This is an optimization exercise on Yosys and OpenROAD, whose aim is small area, not a production implementation.
The RTL was checked by simulation tests, not by an equivalence proof against the original design.
Power is estimated from default activity; no workload was simulated.

==> flow/design.v <==
`timescale 1ns / 1ps
module counter(input clk, input nRst, output reg clk_1khz, output tick_1khz);
reg [14:0] cnt;
assign tick_1khz = ~(cnt < 12500) & ~clk_1khz;
always @(posedge clk) begin
    if (~nRst) begin
        cnt <= 0;
        clk_1khz <= 1'b0;
    end else if (cnt < 12500) begin
        cnt <= cnt + 1;
    end else begin
        cnt <= 0;
        clk_1khz <= ~clk_1khz;
    end
end
endmodule
`timescale 1ns / 1ps
module debounce(input clk, nRst, button_in, output reg DB_out);
parameter N = 11;
reg [N-1:0] q_reg;
reg [N-1:0] q_next;
reg DFF1, DFF2;
wire q_add;
wire q_reset;
assign q_reset = (DFF1^DFF2);
assign q_add = ~(q_reg[N-1]);
always @ (*) begin
    case( {q_reset , q_add})
        2'b00: q_next = q_reg;
        2'b01: q_next = q_reg + 1;
        default : q_next = { N {1'b0} };
    endcase
end
always @(posedge clk) begin
    if(nRst == 1'b0) begin
        DFF1 <= 1'b0;
        DFF2 <= 1'b0;
        q_reg <= { N {1'b0} };
    end else begin
        DFF1 <= button_in;
        DFF2 <= DFF1;
        q_reg <= q_next;
    end
end
always @(posedge clk) begin
    if(nRst == 1'b0)
        DB_out <= 1'b0;
    else if(q_reg[N-1] == 1'b1)
        DB_out <= DFF2;
    else
        DB_out <= DB_out;
    end
endmodule
`timescale 1ns / 1ps
module increase(input clk, input nRst, input inc, output inc_falling);
wire inc_reg;
reg inc_reg2;
debounce db0(.clk(clk), .nRst(nRst), .button_in(inc), .DB_out(inc_reg) );
assign inc_falling = ~inc_reg && inc_reg2;
always @(posedge clk) begin
    if (~nRst) begin
        inc_reg2 <= 1'b0;
    end else begin
        inc_reg2 <= inc_reg;
    end
end
endmodule
`timescale 1ns / 1ps
module next(input clk, input nRst, input next, output next_falling);
wire next_reg;
reg next_reg2;
debounce db1(.clk(clk), .nRst(nRst), .button_in(next), .DB_out(next_reg) );
assign next_falling = ~next_reg && next_reg2;
always @(posedge clk) begin
    if (~nRst) begin
        next_reg2 <= 1'b0;
    end else begin
        next_reg2 <= next_reg;
    end
end
endmodule
`timescale 1ns / 1ps
module timer(clk, nRst, inc, next, seg_dat, seg_sel);
input clk, nRst, inc, next;
output reg [7:0] seg_dat;
output reg [3:0] seg_sel;
parameter [1:0] S0 = 2'd0, S1 = 2'd1, S2 = 2'd2, S3 = 2'd3;
reg [1:0] state, nxt_state;
reg [3:0] seg;
reg [22:0] cnt1;
reg [22:0] cnt2;
wire [3:0] offvalue = 10;
reg [3:0] value1, value2, value3, value4, value5, value6, value7, value8;
reg [3:0] value5_d, value6_d, value7_d, value8_d;
reg [3:0] onvalue;
wire inc_falling, next_falling;
reg inc_a, next_a;
reg [3:0] dig1, dig2, dig3, dig4;
wire clk_1khz, tick_1khz;
reg [2:0] next_cnt, next_cntv;
counter c0(.clk(clk), .nRst(nRst), .clk_1khz(clk_1khz), .tick_1khz(tick_1khz));
increase in0(.clk(clk), .nRst(nRst), .inc(inc), .inc_falling(inc_falling));
next ne0(.clk(clk), .nRst(nRst), .next(next), .next_falling(next_falling));
always @(*) begin
    if (next_cnt == 4) begin
        inc_a=0;
        next_a=0;
    end else begin
        inc_a=inc_falling;
        next_a=next_falling;
    end
end
always @(*) begin            
    case (seg)
    0 : seg_dat = 8'b00111111;
    1 : seg_dat = 8'b00000110;
    2 : seg_dat = 8'b01011011;
    3 : seg_dat = 8'b01001111;
    4 : seg_dat = 8'b01100110;
    5 : seg_dat = 8'b01101101;
    6 : seg_dat = 8'b01111101;
    7 : seg_dat = 8'b00000111;
    8 : seg_dat = 8'b01111111;
    9 : seg_dat = 8'b01100111;
    default : seg_dat = 8'b00000000;
    endcase
end
always @(posedge clk)
    if (~nRst)
        state <= S0;
    else if (tick_1khz)
        state <= nxt_state;
always @(posedge clk) begin
    if (~nRst) begin
        seg <= 0;
        cnt1 <= 0;
    end else if (tick_1khz) begin
        if (next_cnt == 4) begin
            seg <= onvalue;
        end else begin
            if (cnt1<50) begin
                cnt1 <= cnt1+1;
                seg <= onvalue;
            end else if (cnt1<100) begin
                cnt1 <= cnt1+1;
                seg <= offvalue;
            end else begin
                cnt1 <= 0;
            end
        end
    end
end
always @(posedge clk) begin
    if (~nRst)
        seg_sel <= 4'b1111;
    else if (tick_1khz)
        case (state)
        S0 : seg_sel <= 4'b0111;
        S1 : seg_sel <= 4'b1011;
        S2 : seg_sel <= 4'b1101;
        S3 : seg_sel <= 4'b1110;
        endcase
end
always @(*) begin
    case (state)
        S0 : onvalue = dig1;
        S1 : onvalue = dig2;
        S2 : onvalue = dig3;
        S3 : onvalue = dig4;
    endcase
end
always @(*) begin
    case (state)
    S0 : nxt_state = S1;
    S1 : nxt_state = S2;
    S2 : nxt_state = S3;
    S3 : nxt_state = S0;
    endcase
end
always @(posedge clk) begin
    if (~nRst) begin
        next_cnt <= 0;
    end else if (next_cnt == 4) begin
        if (value5==0 && value6==0 && value7==0 && value8==0) begin
            next_cnt <= 0;
        end
    end else
        next_cnt <= next_cntv;
end
always @(*) begin
    if (next_a) begin
        next_cntv = next_cnt+1;
    end else
        next_cntv = next_cnt;
end
always @(*) begin
    if (~nRst) begin
        dig1 = 0;
        dig2 = 0;
        dig3 = 0;
        dig4 = 0;
    end else begin
        if (next_cnt == 4) begin
            dig1 = value5;
            dig2 = value6;
            dig3 = value7;
            dig4 = value8;
        end else begin
            dig1 = value1;
            dig2 = value2;
            dig3 = value3;
            dig4 = value4;
        end
    end
end
always @(posedge clk) begin
    if (~nRst) begin
        value1 <= 0;
        value2 <= 0;
        value3 <= 0;
        value4 <= 0;
    end else if (inc_a) begin
        if (next_cnt == 0) begin
            value1 <= dig1>=9 ? 0 : dig1+1;
        end else if (next_cnt == 1) begin
            value2 <= dig2>=9 ? 0 : dig2+1;
        end else if (next_cnt == 2) begin
            value3 <= dig3>=9 ? 0 : dig3+1;
        end else if (next_cnt == 3) begin
            value4 <= dig4>=9 ? 0 : dig4+1;
        end
    end else begin
        value1 <= dig1;
        value2 <= dig2;
        value3 <= dig3;
        value4 <= dig4;
    end
end
always @(*) begin
    value8_d = dig4-1;
    value7_d = value7;
    value6_d = value6;
    value5_d = value5;
    if (value8_d>9) begin
        value8_d = 9;
        value7_d = dig3-1;
    end
    if (value7_d>9) begin
        value7_d = 9;
        value6_d = dig2-1;
    end
    if (value6_d>9) begin
        value6_d = 9;
        value5_d = dig1-1;
    end
end
always @(posedge clk) begin
    if (~nRst) begin
        value5 <= 0;
        value6 <= 0;
        value7 <= 0;
        value8 <= 0;
        cnt2 <= 0;
    end else if (tick_1khz) begin
        if (next_cnt == 4) begin
            if (cnt2<=100) begin
                cnt2 <= cnt2+1;
            end else begin
                cnt2 <= 0;
                value8 <= value8_d;
                value7 <= value7_d;
                value6 <= value6_d;
                value5 <= value5_d;
            end
        end else begin
            value5 <= value1;
            value6 <= value2;
            value7 <= value3;
            value8 <= value4;
        end
    end
end
endmodule
==> flow/run.sh <==
#!/bin/bash
# synth_recipe.tcl (not shown) runs the flow's synth.tcl, then flattens the netlist and writes it again
# the make line also repeats each setting of config.mk as NAME=value (left out here)
make -C /OpenROAD-flow-scripts/flow DESIGN_CONFIG=/design/flow/config.mk WORK_HOME=/design/flow/orfs CLKGATE_MAP_FILE= SYNTH_SCRIPT=/design/flow/synth_recipe.tcl finish
==> flow/config.mk <==
export PLATFORM = sky130hd
export DESIGN_NAME = timer
export DESIGN_NICKNAME = timer
export VERILOG_FILES = /design/flow/design.v
export SDC_FILE = /design/flow/constraint.sdc
export NUM_CORES = 4
export LEC_CHECK = 0
export CAP_MARGIN = 20
export CORE_MARGIN = 2
export CORE_UTILIZATION = 40
export SLEW_MARGIN = 20
==> flow/constraint.sdc <==
create_clock -name core_clock -period 40.0 [get_ports {clk}]
set_input_delay 8.0000 -clock core_clock [delete_from_list [all_inputs] [get_ports {clk}]]
set_output_delay 8.0000 -clock core_clock [all_outputs]
set_load 0.01 [all_outputs]
==> results.txt <==
## layout by cell type, fill, tap and decap left out, drive strengths merged, types with 9 or more instances in the layout
cell / instances
nand3: 17
xnor2: 16
xor2: 28
buf: 11
nand4: 10
and3: 20
a31oi: 24
o211ai: 9
inv: 41
nor2: 145
ha: 38
nand2: 86
clkdlybuf4s50: 13
a21oi: 53
clkbuf: 19
mux2i: 15
o21ai: 35
nor4: 13
dfxtp: 144
and2: 14
## cells in the mapped netlist, types with 14 or more instances
cell type	instances	area, sq um
a21oi_1	52	260.3
a31oi_1	24	150.1
and2_1	14	87.58
and3_1	20	125.1
clkbuf_1	31	116.4
dfxtp_1	144	2883
ha_1	38	475.5
inv_1	37	138.9
nand2_1	86	322.8
nand3_1	17	85.08
nor2_1	145	544.3
o21ai_0	32	160.2
xnor2_1	16	140.1
xor2_1	28	245.2
## metal layers
metal | up-vias | track usage
met3 | 10 | 0.03923
met5 | - | 0
met1 | 2857 | 0.2389
met4 | 0 | 0.05210
met2 | 71 | 0.2776
li1 | 3125 | -
## power groups by stage
stage               Sequential [mW]  Clock [mW]  Combinational [mW]
global placement              0.151           0              0.0154
CTS                           0.148       0.166              0.0157
detailed placement            0.151           0              0.0156
global route                  0.148       0.172              0.0175
floorplan                     0.151           0              0.0103
finish                        0.148       0.161              0.0155
## cell type report
| cell class | count | share of cell area |
|---|---|---|
| clock buffers | 19 | 0.05254 |
| flip-flops and latches | 144 | 0.3498 |
| well taps | 229 | 0.03477 |
| clock inverters | 12 | 0.01944 |
| repair buffers | 24 | 0.02551 |
| inverters | 39 | 0.01776 |
| multi-input cells | 660 | 0.5002 |
## stage by stage
| stage | setup WS (ns) | instance area (sq um) | util | std cells | power (mW) |
|---|---|---|---|---|---|
| global route | 28.87 | 8240 | 0.4587 | 1127 | 0.3375 |
| floorplan | 29.16 | 7325 | - | 883 | 0.1614 |
| finish | 29.06 | 8240 | 0.4587 | 1127 | 0.3244 |
| CTS | 29.10 | 8240 | 0.4587 | 1127 | 0.3293 |
| detailed placement | 28.67 | 7647 | 0.4257 | 1096 | 0.1668 |
| global placement | 28.76 | 7647 | 0.4257 | 1096 | 0.1666 |
## how the worst max path moves through the flow
stage	slack [ns]	from	to	cells past startpoint
2_1_floorplan	29.16	nRst	value5[0]	12
3_3_place_gp	28.76	nRst	value5[0]	12
6_report	29.06	nRst	value5[0]	12
4_1_cts	29.10	nRst	value5[0]	12
3_5_place_dp	28.67	nRst	value5[0]	12
5_1_grt	28.87	nRst	value5[0]	12
## cell families (layout without fill, tap and decap cells)
logic type	after synthesis	after routing	share of synthesized area
multiplexers	21	21	0.03247
buffers and inverters	79	94	0.04375
adder cells (fa/ha/maj)	38	38	0.06495
other	1	2	0.0005122
XOR/XNOR	44	44	0.05264
AND/OR/NAND/NOR	349	349	0.2210
flip-flops	144	144	0.3938
AO/OA/AOI/OAI	206	206	0.1909
## critical path: cells and delay by family
family                   cells  cell delay [ns]
AO/OA/AOI/OAI                3             0.85
XOR/XNOR                     1             0.18
adder cells (fa/ha/maj)      1             0.24
buffers and inverters        4             0.91
multiplexers                 2             0.82
AND/OR/NAND/NOR              1             0.23
==> results.cfg <==
[detailed_routing]
post_drt_wl_per_cell_um = 14.47
dr.pass1.iters = 4
wl_met3_um = 460
routed.top_layer = met4
wirelength_um = 16310
via_per_inst = 5.380
post-route-drc-count = 0
wl_met2_um = 7402
drtIter0Drc = 305
vias = 6063
met1Wirelength_um = 8225
ant_nets = 0

[floorplan]
start_util = 0.4075
design.portCount = 16
rows = 49
die-area_sq_um = 19400
die-height_um = 139.3
core_sq_um = 17960
dieWidth_um = 139.3

[power_and_ir_drop]
power_switching_mw = 0.07403
clockPowerShare = 0.496
seqPwrFrac = 0.456
comb_power_share = 0.048
leakagePower_nw = 3.172
ir_worst_vdd_mv = 0.04020
p_sw_frac = 0.2282
powerDensity_nw_per_um2 = 39.37
p_int_mw = 0.2504

[critical_path]
r2r_cells = 15
criticalPathCategory = input port to flip-flop
critPathMaxFanout = 65
r2r-start = next_cnt[0]
arrival_ns = 11.26
cp-start-kind = input port
cp_cell_sequence = buf_2, buf_4, clkinv_1, nor2_1, inv_1, ha_1, xor2_1, a22o_1, mux2i_4, mux2_4, o31a_1, o32ai_2
crit_slowest_cell = buf_4
crit_required_ns = 40.32
reg2reg_to = value5[0]
reg2reg_slack_ns = 35.98
end_kind = flip-flop
max_stage_delay_ns = 0.52

[sta]
fin_skew_ns = 0.009159
rsz0062_at_grt = no
slew_headroom = 0.4322
finalSetupViolCount = 0
fmax_mhz = 91.43
fin_tns_setup_ns = 0
hold_viol_final = 0
fin_crit_sh = 0.2734
holdWs_ns = 0.4631
finalCriticalPeriod_ns = 10.94
worst_pin_slew_ns = 0.8428
slew_viol_final = 0

[clock_tree]
hold_buffers = 0
numCtsBuffers = 17
clk_latency_ns = 0.42
cts_sinks = 144
cts_root_buffer = clkbuf_16
cts.repair.resized = 0
max-clock-path-buffers = 2
postCtsSetupBuffers = 0
ctsHtreeMaxLevel = 4
cts_tree = yes
clk_pin_slew_worst_paths_ns = 0.06

[hold_path]
hp-class = flip-flop to flip-flop
hold_end = cnt1[19]
hp-start = cnt1[19]
hold_depth = 2

[layout]
multi_input_comb_area_sq_um = 4121
areaGrowthSynthToFinish_pct = 12.56
n_antenna_cell = 0
drive_gt1_frac = 0.06459
nets = 928
regArea_sq_um = 2883
top_regs = cnt1 (23), cnt2 (23), c0.cnt (15)
fillers = 1807

[yosys]
ys_seq_area_frac = 0.3938
yosysWarnings = 5
syn_area_sq_um = 7321
yosysUniqueCellTypes = 72
synth_edf_count = 0
synthCells = 882
avgSynthCellArea_sq_um = 8.300
async_flop_share = 0
synth_ff_type = dfxtp_1
synth_seq_cells = 144

[global_route]
grt_max_degree = 66
grt.overflow.total = 0
grt_usage = 0.1750
grt_pass1_wl_um = 28290
antenna_found_initial = 0
grt_pass1_vias = 5876

[place]
dp_hpwl_um = 10880
port_buffers = 14
place_congestion = 0.8279

[outcome]
status = finished clean

[run]
drv_cap = 0

[afterwards: timing with drivers on the ports]
In the flow no input, the clock included, has a driving cell. The finished layout below was timed again as built, in two steps. Step 1 sets driving cells, clkbuf_16 on the clock port and buf_2 on the other inputs (assumed; they add their load-dependent delay and slew). Step 2 adds t to the input delays and takes it off the output delays; t is the mean of the earliest and latest rising clock arrival at the registers after step 1. Input paths then give back, and output paths get back, about the clock's delay inside the block. Three values: ideal, step 1, step 2; two values: the first two.
shift t [ns]: 0.458
setup slack, ns: 29.063 / 29.085 / 28.627
worst setup path at the end: input to register
After both steps this run still meets setup and hold. For this run, drivers alone change the setup slack by +0.022 ns; drivers and shift together by -0.436 ns.
